What follows belongs to an exercise in optimizing a design on an open flow for small area; a production flow would make more cautious choices.
In this exercise RTL edits were held to simulation tests only and were not proved equivalent to the original.
Power and IR drop assume default switching activity.

== build 75 ==
Design UartLink, start of the top module:
module UartLink(
    input  logic         clock,
    input  logic         reset,
    input  logic         RX,
    input  logic         ROUND_DONE,
    input  logic [191:0] dataFromMEM,
    output logic         TX,
    output logic         DONE_WRITING,
    output logic [191:0] dataToA,
    output logic [10:0]  addrA,
    output logic         weA,
    output logic [10:0]  addrtoMEM,
    output logic         memSel,
    output logic         DONE_TRANSMITTING
    );
    localparam logic [1:0] IDLE = 2'd0, START = 2'd1, DATA = 2'd2, STOP = 2'd3;
    logic [191:0] ring;
    logic [7:0]   c;        
    logic [7:0]   idx;      
    logic [9:0]   timer;    
    logic [2:0]   pkt;      
    logic [1:0]   cs;       
    logic         txm;      
    logic         waitm;    
    logic         txq;
    wire tc   = timer[9] & timer[8] & timer[6] & timer[5] & timer[2];
    wire cz   = (c == 8'd0);
    wire wrap = idx[7] & (&idx[5:0]);           
    wire ins  = !txm && (cs == DATA) && cz && !(timer[9] & timer[8] & timer[6]);
    assign weA = !txm && (cs == STOP) && cz;
    assign DONE_WRITING = weA && (pkt == 3'd7);
    logic [7:0] bsel; logic [23:0] bbit;
    always_comb begin
        bsel = 8'd0; bsel[idx[2:0]] = 1'b1;
        for (int i = 0; i < 24; i++) begin
            bbit[i] = 1'b0;
            for (int j = 0; j < 8; j++) bbit[i] = bbit[i] | (dataFromMEM[8*i+j] & bsel[j]);
        end
    end
    wire txbit = bbit[idx[7:3]];
  ...
For scale: about 520 cells after synthesis, ~230 flip-flops, about 420 I/O pins, ~6700 µm² of cells after synthesis.
clock: 10.0 ns
lec_check: 0
cap_margin: 20
core_margin: 2
core_utilization: 20
place_density: 0.8
slew_margin: 20
standard.sh (not shown) runs the stock make flow with config.mk's settings and CLKGATE_MAP_FILE= SYNTH_SCRIPT=/design/flow/synth_recipe.tcl, a recipe that flattens the netlist after the stock synthesis.
==> flow/flow/run.sh <==
#!/bin/bash
# The standard layout (standard.sh, ORFS) with these changes:
#  - synthesis is the standard flow's (synth_recipe.tcl) except that ABC maps the logic
#    with flow/abc_area.script, an area-oriented script;
#  - buffer_ports makes every port buffer from the smallest buffer cell;
#  - CTS uses small clock buffers, larger sink clusters and no dummy loads.
# Each tool's output is in flow.log and in ORFS's logs under orfs/logs.
set -o pipefail
here=$(pwd)
{
  head -n 1 synth_recipe.tcl
  cat <<EOT
proc abc {args} {
  set i [lsearch -exact \$args -script]
  if {\$i >= 0} { lset args [expr {\$i + 1}] $here/flow/abc_area.script }
  yosys abc {*}\$args
}
EOT
  tail -n +2 synth_recipe.tcl
} > my_synth.tcl
bash standard.sh \
  "SYNTH_SCRIPT=$here/my_synth.tcl" \
  'BUFFER_PORTS_ARGS=-buffer_cell sky130_fd_sc_hd__buf_1' \
  'CTS_ARGS=-sink_clustering_enable -repair_clock_nets -dont_use_dummy_load -buf_list {sky130_fd_sc_hd__clkbuf_4} -sink_clustering_size 12 -sink_clustering_max_diameter 40' \
  finish > flow.log 2>&1
==> flow/flow/abc_area.script <==
strash
&get -n
&deepsyn -T 15
&put
&get -n
&nf -p -a
&put
topo
stime -c
diff inputs: build 75 => build 73
diff --git a/flow/config.mk b/flow/config.mk
--- a/flow/config.mk
+++ b/flow/config.mk
@@ -10,3 +10,2 @@
 export CORE_UTILIZATION = 20
-export PLACE_DENSITY = 0.8
 export SLEW_MARGIN = 20
Notes after the runs:
- Between build 73 and build 75, the difference in number of non-filler instances in the completed layout is negligible.
- Changes observed in build 73 relative to build 75: clock period minus worst slack shrank by 0.0042 ns, weighted congestion at the end of routability-driven global placement grew by 0.0099, wire length shrank by about 4%, fraction of area in registers held steady.
Changes in build 18 relative to build 73:
diff --git a/flow/config.mk b/flow/config.mk
--- a/flow/config.mk
+++ b/flow/config.mk
@@ -7,5 +7,5 @@
 export LEC_CHECK = 0
-export CAP_MARGIN = 20
+export CAP_MARGIN = 0
 export CORE_MARGIN = 2
 export CORE_UTILIZATION = 20
-export SLEW_MARGIN = 20
+export SLEW_MARGIN = 0
Changes observed in build 18 relative to build 73: number of logic stages on the critical path including buffering roughly the same, final number of max-transition violations flat, power ~0 delta, area after synthesis held, max-slew headroom at the worst pin about even.
Summary of build 18 over build 73: minimum period implied by the final worst setup slack barely changed; clock skew neither gained nor lost much; multi-input logic cell count did not really move; total routed wirelength has remained practically unchanged.


## old
Another version of the RTL of UartLink (not shown whole).
For scale: ~550 cells after synthesis, ~230 flip-flops, roughly 420 I/O pins, roughly 0.0074 sq mm of cells after synthesis.
==> flow/config.mk <==
export PLATFORM = sky130hd
export DESIGN_NAME = UartLink
export DESIGN_NICKNAME = UartLink
export VERILOG_FILES = /design/flow/design.v
export SDC_FILE = /design/flow/constraint.sdc
export NUM_CORES = 4
export LEC_CHECK = 0
export CAP_MARGIN = 20
export CORE_MARGIN = 2
export CORE_UTILIZATION = 25
export SLEW_MARGIN = 20
==> flow/constraint.sdc <==
create_clock -name core_clock -period 10.0 [get_ports {clock}]
set_input_delay 2.0000 -clock core_clock [delete_from_list [all_inputs] [get_ports {clock}]]
set_output_delay 2.0000 -clock core_clock [all_outputs]
set_load 0.01 [all_outputs]
==> flow/flow/run.sh <==
#!/bin/bash
# Standard ORFS layout (the standard.sh) with two changes:
#  - buffer_ports makes every port buffer from the smallest buffer cell;
#  - CTS uses small clock buffers, larger sink clusters and no dummy loads.
set -o pipefail
bash standard.sh \
  'BUFFER_PORTS_ARGS=-buffer_cell sky130_fd_sc_hd__buf_1' \
  'CTS_ARGS=-sink_clustering_enable -repair_clock_nets -dont_use_dummy_load -buf_list {sky130_fd_sc_hd__clkbuf_4 sky130_fd_sc_hd__clkbuf_8} -sink_clustering_size 20 -sink_clustering_max_diameter 60' \
  finish > flow.log 2>&1
The inputs of new differ from those of old as listed below.
diff --git a/flow/flow/run.sh b/flow/flow/run.sh
--- a/flow/flow/run.sh
+++ b/flow/flow/run.sh
@@ -8 +8 @@
-  'CTS_ARGS=-sink_clustering_enable -repair_clock_nets -dont_use_dummy_load -buf_list {sky130_fd_sc_hd__clkbuf_4 sky130_fd_sc_hd__clkbuf_8} -sink_clustering_size 20 -sink_clustering_max_diameter 60' \
+  'CTS_ARGS=-sink_clustering_enable -repair_clock_nets -dont_use_dummy_load -buf_list {sky130_fd_sc_hd__clkbuf_4 sky130_fd_sc_hd__clkbuf_8} -sink_clustering_size 14 -sink_clustering_max_diameter 50' \
Results
- Looking at combinational power share, new sits 0.2 points below old.
- ~same all-layer global routing usage in new and old
- Per the comparison of new with old, clock network power share has increased; area growth from synthesis to layout has increased; clock skew has increased.
- Final count of negative-setup-slack endpoints: old vs new identical
- Summary of new over old: detailed-route wire length per cell now sits at about the same level; final wirelength now sits higher.
- Count of hold-fix buffers inserted at cts: new vs old identical
- Clock transition time at the flip-flop clock pins of the worst setup and hold paths | new below old

-- what the ideal ports hide --
No port has a modelled driver above. Below, the same layouts with a new extraction and two added sets of constraints. Step 1, drivers: a clkbuf_16 drives clock and a buf_2 each remaining input, both assumed. Step 2 times the ports against the registers' clock, not the clock port: input delays grow and output delays shrink by t, the midpoint of the rising clock arrivals with the driver on. Three values: ideal ports, drivers, drivers and shift; two values: the first two.
run	t (ns)	setup slack, ns	worst register clock-pin slew, ns
build 75	0.711	5.732 / 5.686 / 6.396	0.12 / 0.12
build 73	0.662	5.736 / 5.702 / 6.364	0.12 / 0.12
build 18	0.662	5.736 / 5.702 / 6.364	0.12 / 0.12
old	0.535	5.413 / 5.371 / 5.906	0.11 / 0.11
new	0.553	5.371 / 5.331 / 5.884	0.09 / 0.09
After both steps setup and hold are still met in every run listed.
